Context: an optimization exercise on an open-source flow, tuned for small area and a short achievable clock period. The choices shown serve that exercise and are no tape-out recipe. The RTL was checked by simulation tests, not by an equivalence proof against the original design. Power figures rest on the tool's default switching activity, not on a simulated workload.

==> flow/config.mk <==
export PLATFORM = sky130hd
export DESIGN_NAME = ACC_CPU_32BITS
export DESIGN_NICKNAME = ACC_CPU_32BITS
export VERILOG_FILES = /design/flow/design.v
export SDC_FILE = /design/flow/constraint.sdc
export NUM_CORES = 4
export LEC_CHECK = 0
export CAP_MARGIN = 20
export CORE_MARGIN = 2
export CORE_UTILIZATION = 40
export CTS_CLUSTER_DIAMETER = 100
export CTS_CLUSTER_SIZE = 18
export SLEW_MARGIN = 20
export SYNTH_HIERARCHICAL = 1
export SYNTH_MINIMUM_KEEP_SIZE = 0
==> flow/constraint.sdc <==
create_clock -name core_clock -period 105.0 [get_ports {clock}]
set_input_delay 21.0000 -clock core_clock [delete_from_list [all_inputs] [get_ports {clock}]]
set_output_delay 21.0000 -clock core_clock [all_outputs]
set_load 0.01 [all_outputs]
==> flow/design.v <==
module ACC_CPU_32BITS(
	input button_clock_in,
	input [16:0] Input,
	output wire [0:27] Output7Segments,
	input clock,
	output wire WaitingInput,
	input reset_in,
	output wire Negative,
	output wire [0:20] OutputPC,
	output wire [14:0] mem_addr,
	output wire [31:0] mem_wdata,
	output wire mem_we,
	input [31:0] mem_rdata
	);
	localparam [63:0] M_DEF  = 64'h04ff01009efddff7;  
	localparam [63:0] M_MULC = 64'h00001e0000002008;  
	localparam [63:0] M_AY   = 64'h0051000000000001;  
	localparam [63:0] M_AX   = 64'h00a2000082000100;  
	localparam [63:0] M_ASP  = 64'h0000000004000000;  
	localparam [63:0] M_AAUX = 64'h0000000000010000;  
	localparam [63:0] M_ASR3 = 64'h0400000000000000;  
	localparam [63:0] M_AZ   = 64'h0000010018fc0000;  
	localparam [63:0] M_BM   = 64'h0000150018a894a5;  
	localparam [63:0] M_BI   = 64'h00000a0000546a5a;  
	localparam [63:0] M_BZ   = 64'h040f000006010100;  
	localparam [63:0] M_SUB  = 64'h00c0000080000607;
	localparam [63:0] M_AND  = 64'h0000000000000030;
	localparam [63:0] M_OR   = 64'h0000000000001800;
	localparam [63:0] M_XOR  = 64'h000000000000c000;
	localparam [63:0] M_FLAGS= 64'h0000000000000007;  
	localparam [63:0] M_DACC = 64'h0003000010c0def0;
	localparam [63:0] M_DX   = 64'h00a8000084310000;
	localparam [63:0] M_DY   = 64'h04540000000c0000;
	localparam [63:0] M_PUSH = 64'h0000000560000000;
	localparam [63:0] M_PULL = 64'h0000010218000000;
	localparam [63:0] M_TO4  = 64'h00000107f8000000;  
	localparam [63:0] M_WAIT = 64'h9000000000000000;  
	localparam [63:0] M_IMMX = 64'h0000000080fe0000;  
	localparam [15:0] SG6 = 16'h1083, SG5 = 16'h208e, SG4 = 16'h02ba, SG3 = 16'h8492,
	                  SG2 = 16'hd004, SG1 = 16'hd860, SG0 = 16'h2812;
	function [6:0] seg7(input [3:0] v);
		seg7 = {SG6[v], SG5[v], SG4[v], SG3[v], SG2[v], SG1[v], SG0[v]};
	endfunction
	function [31:0] rev32(input [31:0] v);
		integer i;
		for (i = 0; i < 32; i = i + 1) rev32[i] = v[31 - i];
	endfunction
	function [31:0] rca32(input [31:0] a, input [31:0] b, input ci);
		integer i;
		reg c;
		begin
			c = ci;
			for (i = 0; i < 32; i = i + 1) begin
				rca32[i] = a[i] ^ b[i] ^ c;
				c = (a[i] & b[i]) | (c & (a[i] ^ b[i]));
			end
		end
	endfunction
	wire [21:0] rr;
	genvar gi;
	generate
		for (gi = 0; gi < 22; gi = gi + 1) begin : rg
			RstInv ri(.a(reset_in), .y(rr[gi]));
		end
	endgenerate
	wire [31:0] Mem = mem_rdata;
	reg [2:0] st;
	reg pend;             
	reg mact;             
	reg mshr;             
	reg [31:0] IR, Acc, X, Y, SP, SR, Aux, PC, sPC, MDR;
	reg [20:0] P;
	reg [14:0] Base;
	reg BaseHi;           
	reg [16:0] InReg;     
	reg [0:27] segR;
	reg [0:20] pcsegR;
	reg [31:0] WD;
	reg NegR, WIR, WER;
	reg [14:0] RA;
	reg subiu, desceu, bprev;
	reg [5:0] cnt;
	reg pre;
	wire [5:0] op = IR[31:26];
	wire [31:0] Imm = {6'd0, IR[25:0]};
	wire S0 = (st == 3'd0);
	wire S1 = (st == 3'd1);
	wire S2 = (st == 3'd2);
	wire S3 = (st == 3'd3);
	wire S4 = (st == 3'd4);
	wire S5 = (st == 3'd5);
	wire cDEF = M_DEF[op], cMULC = M_MULC[op], cAY = M_AY[op], cAX = M_AX[op];
	wire cASP = M_ASP[op], cAAUX = M_AAUX[op], cASR3 = M_ASR3[op], cAZ = M_AZ[op];
	wire cBM = M_BM[op], cBI = M_BI[op], cBZ = M_BZ[op], cSUB = M_SUB[op], cAND = M_AND[op];
	wire cOR = M_OR[op], cXOR = M_XOR[op], cFLAGS = M_FLAGS[op];
	wire cDACC = M_DACC[op], cDX = M_DX[op], cDY = M_DY[op];
	wire cPUSH = M_PUSH[op], cPULL = M_PULL[op], cTO4 = M_TO4[op];
	wire cWAIT = M_WAIT[op], cIMMX = M_IMMX[op];
	wire cBR = (op[5:2] == 4'b1001);    
	wire brTaken = (op[1:0] == 2'd0) ? (~SR[0] & ~SR[1]) :
	               (op[1:0] == 2'd1) ? ~SR[1] :
	               (op[1:0] == 2'd2) ? SR[0] : SR[1];
	wire IO0 = (op == 6'd60) & (S3 | S4);
	wire BRK = (op == 6'd63) & (S3 | S4);
	reg [2:0] nst;
	always @(*) begin
		case (st)
			3'd0: nst = 3'd1;
			3'd1: nst = 3'd2;
			3'd2: nst = 3'd3;
			3'd3: nst = cTO4 ? 3'd4 : (cWAIT ? ((subiu == desceu) ? 3'd3 : 3'd4) : 3'd0);
			3'd4: nst = (op == 6'd34) ? 3'd5 : (cWAIT ? ((subiu != desceu) ? 3'd4 : 3'd0) : 3'd0);
			default: nst = 3'd0;
		endcase
	end
	wire exe = S0 & pend;
	reg [31:0] defA, defB;
	always @(*) begin
		if (cAZ) defA = 32'd0;
		else if (cAY) defA = Y;
		else if (cAX) defA = X;
		else if (cASP) defA = SP;
		else if (cAAUX) defA = Aux;
		else if (cASR3) defA = {31'd0, SR[3]};
		else defA = Acc;
		if (cBZ) defB = 32'd0;
		else if (cBM) defB = MDR;
		else if (cBI) defB = Imm;
		else defB = 32'd1;
	end
	wire jmp = S3 & (op == 6'd35);
	wire rti = S3 & (op == 6'd56);
	wire wdY = (op == 6'd31), wdSR = (op == 6'd29), wdSPC = (op == 6'd32), wdPC = (op == 6'd34);
	wire wdAcc = ~(wdY | wdSR | wdSPC | wdPC);
	wire aPC  = (S1 & ~pre) | (S3 & cBR) | (S2 & wdPC);
	wire oup  = S3 & (op == 6'd59);
	wire aSP  = (S3 & ~cBR & ~jmp & ~rti & ~oup) | S4;
	wire aSPC = rti | (S2 & wdSPC);
	wire aSR  = S2 & wdSR;
	wire aY   = (S2 & wdY) | oup;
	wire aAcc = S2 & wdAcc;
	wire [31:0] addA = S0 ? defA :
		(({32{aPC}} & PC) | ({32{aSP}} & SP) | ({32{aSPC}} & sPC) |
		 ({32{aSR}} & SR) | ({32{aY}} & Y) | ({32{aAcc}} & Acc));
	wire [31:0] addB = S0 ? defB : (((S3 & (cBR | jmp)) | S5) ? Imm :
		((S1 & pre) ? 32'd198 : ((S2 | rti) ? 32'd0 : 32'd1)));
	wire addSub = S0 ? cSUB : (aSP & S3) | oup;     
	wire [31:0] sum = rca32(addA, addB ^ {32{addSub}}, addSub);
	reg [31:0] R;
	always @(*) begin
		if (cAND) R = Acc & defB;
		else if (cOR) R = Acc | defB;
		else if (cXOR) R = Acc ^ defB;
		else R = sum;
	end
	wire [31:0] shOne = (IR[25:5] == 21'd0) ? (32'd1 << IR[4:0]) : 32'd0;
	wire [31:0] mulB = (op == 6'd3 || op == 6'd13) ? shOne : Imm;
	wire [10:0] chunk = S0 ? {1'b0, MDR[31:22]} : (S1 ? MDR[21:11] : MDR[10:0]);
	wire [31:0] mulA = mshr ? rev32(Acc) : Acc;
	reg [31:0] T, ms, mc, mr, mn;
	integer mi;
	always @(*) begin
		ms = {P, 11'd0};
		mc = 32'd0;
		for (mi = 0; mi < 11; mi = mi + 1) begin
			mr = chunk[mi] ? (mulA << mi) : 32'd0;
			mn = ms ^ mc ^ mr;
			mc = ((ms & mc) | (ms & mr) | (mc & mr)) << 1;
			ms = mn;
		end
		T = ms + mc;
	end
	wire [31:0] Tfin = mshr ? rev32(T) : T;
	wire mfin = mact & S2;
	reg [31:0] Acc_n, X_n, Y_n, SP_n, SR_n, Aux_n, PCo_n, sPC_n;
	reg [14:0] Base_n;
	reg BaseHi_n;
	always @(*) begin
		Acc_n = Acc; X_n = X; Y_n = Y; SP_n = SP; SR_n = SR; Aux_n = Aux;
		PCo_n = PC; sPC_n = sPC; Base_n = Base; BaseHi_n = BaseHi;
		if (exe) begin
			if (cDACC) Acc_n = R;
			if (cDX) X_n = sum;
			if (cDY) Y_n = sum;
			if (cFLAGS) SR_n[2:0] = {1'b0, (sum == 32'd0), sum[31]};
			if (op == 6'd25) SP_n = sum;
			if (op == 6'd8) Aux_n = sum;
			if (op == 6'd27) SR_n = sum;
			if (op == 6'd40) sPC_n = sum;
		end
		if (mfin) Acc_n = Tfin;
		if (S1) begin
			PCo_n = sum;
			if (pre) begin
				sPC_n = PC;
				Base_n = 15'd0;
				BaseHi_n = 1'b0;
			end
		end
		if (S3) begin
			case (op)
				6'd24, 6'd56: begin Base_n = Aux[14:0]; BaseHi_n = |Aux[31:15]; end
				6'd35: PCo_n = sum;
				6'd57: SR_n[3] = 1'b1;
				default: ;
			endcase
			if (cPUSH) SP_n = sum;
			if (cBR & brTaken) PCo_n = sum;
			if (op == 6'd56) PCo_n = sum;
		end
		if (S4) begin
			if (op == 6'd60) Y_n = {InReg[16], 15'd0, InReg[15:0]};
			if (cPULL) SP_n = sum;
		end
		if (S5) PCo_n = sum;
	end
	wire rts = S4 & (op == 6'd33);
	wire [31:0] PC_n = rts ? Mem : PCo_n;
	wire [31:0] IR_n = S1 ? (pre ? 32'hF8000000 : Mem) : IR;
	wire pre_n = S0 & (BaseHi | (|Base)) & (cnt == 6'd63);
	wire [14:0] BX = Base + X[14:0];
	wire [14:0] PM = S4 ? Base : (pre ? X[14:0] : BX);
	wire fastSel = (S1 & ~pre) | rts;
	reg [14:0] slP, slQ;
	always @(*) begin
		if (S1 | (S2 & cIMMX)) begin
			slP = S1 ? X[14:0] : BX;
			slQ = S1 ? 15'd0 : IR[14:0];
		end else begin
			slP = Base_n;
			slQ = (nst == 3'd0 || nst == 3'd1) ? PCo_n[14:0] : SP_n[14:0];
		end
	end
	wire [14:0] slowSum = slP + slQ;
	wire [14:0] RA_d;
	RaNext ran(.pm(PM), .mem(Mem[14:0]), .slow(slowSum), .fast(fastSel), .d(RA_d));
	wire [31:0] MDR_n = (mact & (S0 | S1)) ? MDR : ((S3 & cMULC & ~cBM) ? mulB : Mem);
	wire [31:0] WD_n = S2 ? ((mfin & wdAcc) ? Tfin : sum) : WD;
	wire WE_n = ((nst == 3'd3) & ((op == 6'd17) | (op == 6'd31))) |
	            ((nst == 3'd4) & cPUSH);
	wire WI_n = (nst == 3'd3) & (op == 6'd60);
	wire [15:0] outv = Y[31] ? ~sum[15:0] : Y[15:0];
	always @(posedge clock) begin
		MDR <= MDR_n;
		P <= S3 ? 21'd0 : T[20:0];
		IR <= IR_n;       
		WD <= WD_n;
	end
	always @(posedge clock) begin
		if (rr[0]) begin
			st <= 3'd0;
			pend <= 1'b0;
			mact <= 1'b0;
			mshr <= 1'b0;
			WER <= 1'b0;
			WIR <= 1'b0;
		end else begin
			st <= nst;
			pend <= (S3 | S4) & cDEF;
			mact <= S3 ? cMULC : (S2 ? 1'b0 : mact);
			if (S3) mshr <= (op == 6'd13);
			WER <= WE_n;
			WIR <= WI_n;
		end
	end
	always @(posedge clock) if (rr[1]) Acc[15:0] <= 16'd0; else Acc[15:0] <= Acc_n[15:0];
	always @(posedge clock) if (rr[2]) Acc[31:16] <= 16'd0; else Acc[31:16] <= Acc_n[31:16];
	always @(posedge clock) if (rr[3]) X[15:0] <= 16'd0; else X[15:0] <= X_n[15:0];
	always @(posedge clock) if (rr[4]) X[31:16] <= 16'd0; else X[31:16] <= X_n[31:16];
	always @(posedge clock) if (rr[5]) Y[15:0] <= 16'd0; else Y[15:0] <= Y_n[15:0];
	always @(posedge clock) if (rr[6]) Y[31:16] <= 16'd0; else Y[31:16] <= Y_n[31:16];
	always @(posedge clock) if (rr[7]) SP[15:0] <= 16'd9497; else SP[15:0] <= SP_n[15:0];
	always @(posedge clock) if (rr[8]) SP[31:16] <= 16'd0; else SP[31:16] <= SP_n[31:16];
	always @(posedge clock) if (rr[9]) SR[15:0] <= 16'd0; else SR[15:0] <= SR_n[15:0];
	always @(posedge clock) if (rr[10]) SR[31:16] <= 16'd0; else SR[31:16] <= SR_n[31:16];
	always @(posedge clock) if (rr[11]) Aux[15:0] <= 16'd0; else Aux[15:0] <= Aux_n[15:0];
	always @(posedge clock) if (rr[12]) Aux[31:16] <= 16'd0; else Aux[31:16] <= Aux_n[31:16];
	always @(posedge clock) if (rr[13]) PC[15:0] <= 16'd0; else PC[15:0] <= PC_n[15:0];
	always @(posedge clock) if (rr[14]) PC[31:16] <= 16'd0; else PC[31:16] <= PC_n[31:16];
	always @(posedge clock) if (rr[15]) sPC[15:0] <= 16'd0; else sPC[15:0] <= sPC_n[15:0];
	always @(posedge clock) if (rr[16]) sPC[31:16] <= 16'd0; else sPC[31:16] <= sPC_n[31:16];
	always @(posedge clock) begin
		if (rr[17]) begin
			Base <= 15'd0;
			BaseHi <= 1'b0;
		end else begin
			Base <= Base_n;
			BaseHi <= BaseHi_n;
		end
	end
	always @(posedge clock) if (rr[21]) RA <= 15'd0; else RA <= RA_d;
	wire [20:0] pcseg_d;
	PcSegNext psn(.pco(PCo_n[11:0]), .mem(Mem[11:0]), .rts(rts), .seg(pcseg_d));
	always @(posedge clock)
		if (rr[18]) pcsegR <= {seg7(4'd0), seg7(4'd0), seg7(4'd0)};
		else pcsegR <= pcseg_d;
	wire countSig = S0 & (BaseHi | (|Base));
	always @(posedge clock) begin
		if (rr[0]) begin
			cnt <= 6'd0;
			pre <= 1'b0;
		end else begin
			pre <= pre_n;
			if (countSig) cnt <= cnt + 6'd1;
		end
	end
	wire bclk = ~button_clock_in;
	wire brise = bclk & ~bprev;
	wire bfall = ~bclk & bprev;
	always @(posedge clock) begin
		if (rr[20]) begin
			bprev <= 1'b0;
			InReg <= 17'd0;
			subiu <= 1'b0;
			desceu <= 1'b0;
		end else begin
			bprev <= bclk;
			if (brise & IO0) InReg <= Input;
			if (brise & (IO0 | BRK)) subiu <= ~subiu;
			if (bfall & (IO0 | BRK) & (subiu != desceu)) desceu <= ~desceu;
		end
	end
	always @(posedge clock) begin
		if (rr[19]) begin
			segR <= {seg7(4'd0), seg7(4'd0), seg7(4'd0), seg7(4'd0)};
			NegR <= 1'b0;
		end else if (S3 & (op == 6'd59)) begin
			NegR <= Y[31];
			segR <= {seg7(outv[3:0]), seg7(outv[7:4]), seg7(outv[11:8]), seg7(outv[15:12])};
		end
	end
	assign Output7Segments = segR;
	assign OutputPC = pcsegR;
	assign Negative = NegR;
	assign WaitingInput = WIR;
	assign mem_addr = RA;
	assign mem_we = WER;
	assign mem_wdata = WD;
endmodule
module RaNext(input [14:0] pm, input [14:0] mem, input [14:0] slow, input fast,
	output [14:0] d);
	wire [14:0] s = pm + mem;
	assign d = fast ? s : slow;
endmodule
module PcSegNext(input [11:0] pco, input [11:0] mem, input rts, output [20:0] seg);
	localparam [15:0] SG6 = 16'h1083, SG5 = 16'h208e, SG4 = 16'h02ba, SG3 = 16'h8492,
	                  SG2 = 16'hd004, SG1 = 16'hd860, SG0 = 16'h2812;
	function [6:0] seg7(input [3:0] v);
		seg7 = {SG6[v], SG5[v], SG4[v], SG3[v], SG2[v], SG1[v], SG0[v]};
	endfunction
	wire [11:0] p = rts ? mem : pco;
	assign seg = {seg7(p[3:0]), seg7(p[7:4]), seg7(p[11:8])};
endmodule
module RstInv(input a, output y);
	assign y = ~a;
endmodule
==> flow/run.sh <==
#!/bin/bash
# synth_recipe.tcl (not shown) runs the flow's synth.tcl, then flattens the netlist and writes it again
# the make line also repeats each setting of config.mk as NAME=value (left out here)
make -C /OpenROAD-flow-scripts/flow DESIGN_CONFIG=/design/flow/config.mk WORK_HOME=/design/flow/orfs CLKGATE_MAP_FILE= SYNTH_SCRIPT=/design/flow/synth_recipe.tcl finish
==> summary.txt <==
[sequential cells by signal, indices dropped and copies added, names as in the netlist, 3 cells and up]
name,flops
SR,32
SP,32
segR,28
Y,32
WD,32
X,32
sPC,32
MDR,32
PC,32
Aux,32
P,21
Base,15
cnt,6
st,3
InReg,17
Acc,32
IR,32
pcsegR,21
RA,15
[where the power goes]
| part | total (uW) | switching (uW) | internal [uW] |
|---|---|---|---|
| Clock | 152 | 80.8 | 71.3 |
| Combinational | 146 | 99.4 | 47.0 |
| Sequential | 206 | 7.28 | 199 |
| Total | 505 | 187 | 318 |
[logic make-up (layout without fill, tap and decap cells)]
group | after synthesis | in the layout
AOI/OAI and AO/OA | 1152 | 1152
adders and majority gates | 491 | 491
muxes | 180 | 180
and+or+nand+nor | 1865 | 1865
buffers and inverters | 678 | 632
other | 0 | 2
xor gates and xnor gates | 105 | 105
DFF | 489 | 489
[modules after synthesis (local to each module, per instance)]
| module | area (um2) | cells | times used |
|---|---|---|---|
| ACC_CPU_32BITS | 38500 | 4711 | 1 |
| RaNext | 966 | 128 | 1 |
| PcSegNext | 926 | 99 | 1 |
| RstInv | 3.75 | 1 | 22 |
[worst max-delay path by stage]
stage	slack (ps)	from	endpoint
3_3_place_gp	81280	mem_rdata[0]	RA[14]
6_report	81970	mem_rdata[0]	RA[14]
3_5_place_dp	81320	mem_rdata[0]	RA[14]
5_1_grt	81730	mem_rdata[0]	RA[14]
2_1_floorplan	82270	mem_rdata[0]	RA[14]
4_1_cts	81980	mem_rdata[0]	RA[14]
[metal layers]
metal  up-vias  global-route usage  wire length [um]
li1      16930                   -                 -
met5         -                   0                35
met2      2150               0.480             71200
met3       447              0.0589             17100
met4         6               0.165             10400
met1     18321               0.422             66700
[worst max-delay path: stages]
cell and delay, ps:
clkdlybuf4s50_1 650, ha_1 260, inv_1 60, fa_1 430, nor2b_4 150, o2111ai_2 200
a2111oi_2 380, o21ai_0 140, a31oi_1 150, nor2b_1 150
[placed cells by master (no fill, tap or decap), types with 31 or more instances in the layout]
master / count
nand2_1: 821
nor2_1: 502
dfxtp_1: 391
a21oi_1: 337
inv_1: 290
fa_1: 278
ha_1: 213
o21ai_0: 210
mux2i_1: 151
clkdlybuf4s50_1: 150
a211oi_1: 134
buf_4: 123
nor2b_1: 99
nand3_1: 98
edfxtp_1: 96
a221oi_1: 86
and2_1: 84
nor3_1: 80
xnor2_1: 67
a311oi_1: 50
a22oi_1: 48
clkbuf_16: 39
a21o_1: 36
xor2_1: 35
nand2b_1: 32
a222oi_1: 31
[final cells by class]
cell class                      count  area (um2)  share of cell area
Clock buffer                       51        1040              0.0235
Inverter                          296        1110              0.0251
Multi-Input combinational cell   3793       27200               0.614
Antenna cell                        2        5.00            0.000113
Clock inverter                     11         114             0.00257
Tap cell                         1298        1620              0.0367
Sequential cell                   489       10800               0.243
Timing Repair Buffer              274        2440              0.0551
[metrics by stage]
stage / instances / setup slack (ps) / cell area (um2)
detailed placement: 6149 / 81320 / 43100
global route: 6212 / 81730 / 44300
CTS: 6211 / 81980 / 44300
finish: 6214 / 81970 / 44300
global placement: 6149 / 81280 / 43100
floorplan: 4960 / 82270 / 40400
==> results.yml <==
detailed_routing:
  postRouteWirelength_um: 165000
  route.detailed.drc: 0
  drtIter0Drc: 5082
  vias: 37854
  drt-pass1-iter-count: 10
  postRouteAntennaNets: 0
  wire_per_inst_um: 26.6
  vias_per_cell: 6.09
clock_network:
  cts-hold-fix-buffers: 0
  ctsHtreeMaxLevel: 2
  clk_latency_ps: 630
  cts_tree: "built"
  cts_sinks: 489
  cts_buffers: 37
  path_clk_slew_ps: 90
  cts_resized: 0
  post-cts-setup-buffers: 0
  clock_path_buffers: 3
  clockRootBuffer: "clkbuf_16"
yosys:
  synth_edf_count: 96
  synth_flop_cell: "dfxtp_1"
  yosysTopAreaCell: "dfxtp_1"
  synth-compound-area-share: 0.189
  ys_seq_area_frac: 0.266
  syn_nets: 5503
  netlist_instances: 4960
  synth_xor_area_frac: 0.0234
  yosys_register_bits: 489
  yosysMostFrequentCell: "nand2_1"
  synthAdderAreaFrac: 0.204
  yosysWarnings: 8
  syn_area_um2: 40400
  synth_area_leaders: "dfxtp_1 (19%), fa_1 (14%), nand2_1 (7.6%)"
  synth_mux_area_frac: 0.0470
  yosysTopAreaCellShare: 0.195
  synth_top_cells_by_count: "nand2_1 (824), nor2_1 (505), dfxtp_1 (393), a21oi_1 (339), clkbuf_1 (297)"
  ys_types: 110
  synth_top_family_by_area: "simple AND/OR/NAND/NOR gates"
  async_flop_share: 0
  synth-simple-area-share: 0.204
  syn_area_per_cell_um2: 8.15
finish:
  finish.utilization: 0.442
  nets: 5434
  syn_to_final_growth_pct: 9.55
  drive_gt1_frac: 0.0604
  num-fill-cells: 10019
setup_path:
  worstReg2RegStart: "IR[26]"
  cp_max_fo: 5
  end_kind: "register"
  start_kind: "input port"
  critPathArrivalTime_ps: 23590
  timing.rr.end: "SR[1]"
  critPathKind: "in2reg"
  critPathRequiredTime_ps: 105560
  r2r_slack_ps: 85960
  reg2reg_depth: 50
timing:
  setup_violations: 0
  finalCriticalPeriod_ps: 23030
  rsz0062_at_grt: "no"
  tightest_slew_ps: 1070
  totalNegativeSetupSlack_ps: 0
  holdWs_ps: 458
  fin_skew_ps: 31.1
  clock.fmax_mhz: 43.4
  max_slew_margin: 0.279
  hold_viol: 0
  period_share: 0.219
  drv_slew: 0
place:
  gp_congestion: 1.01
  place_hpwl_um: 121000
  io_buffers: 150
min_path:
  hold_class: "reg2reg"
  hp-start: "SR[27]"
  min_to: "SR[27]"
  min_path_cells: 2
global_routing:
  grt_pass1_wl_um: 242000
  antenna_found_initial: 8
  grt_max_degree: 66
  gr-total-overflow: 0
  grt_pass1_vias: 35546
  grt_usage: 0.314
floorplanning:
  dieArea_um2: 104000
  die-height_um: 322
  rows: 116
  core-area_um2: 100000
  die_w_um: 322
  start_util: 0.404
  io_pins: 151
pwr:
  irDropWorstVdd_mv: 0.0106
  p_per_area_nw_per_um2: 11.4
  finalPower_uw: 505
  p_leak_uw: 0.0165
status:
  status: "finished clean"
flow_run:
  maxCapViolCount: 0

-- what the ideal ports hide --
Ports are ideal in the flow. The routed layout listed here was re-timed in OpenROAD.
Step 1: set_driving_cell puts a clkbuf_16 on clock and a buf_2 on each other input, an assumption about the parent block.
Step 2 adds t to the input delays and takes it off the output delays; t is the mean of the earliest and latest rising clock arrival at the registers after step 1. Input paths then give back, and output paths get back, about the clock's delay inside the block.
a / b / c = no drivers / after step 1 / after step 2; a / b = the first two.
shift t [ns]: 0.683
slack for setup (ns): 81.973 / 82.024 / 81.341
worst hold slack (ns): 0.458 / 0.458 / 0.458
worst data-port slew with drivers (ns): 0.06
cell pins on the clock port's net: 1
After both steps this run still meets setup and hold. For this run, drivers alone change the setup slack by +0.051 ns; drivers and shift together by -0.632 ns.
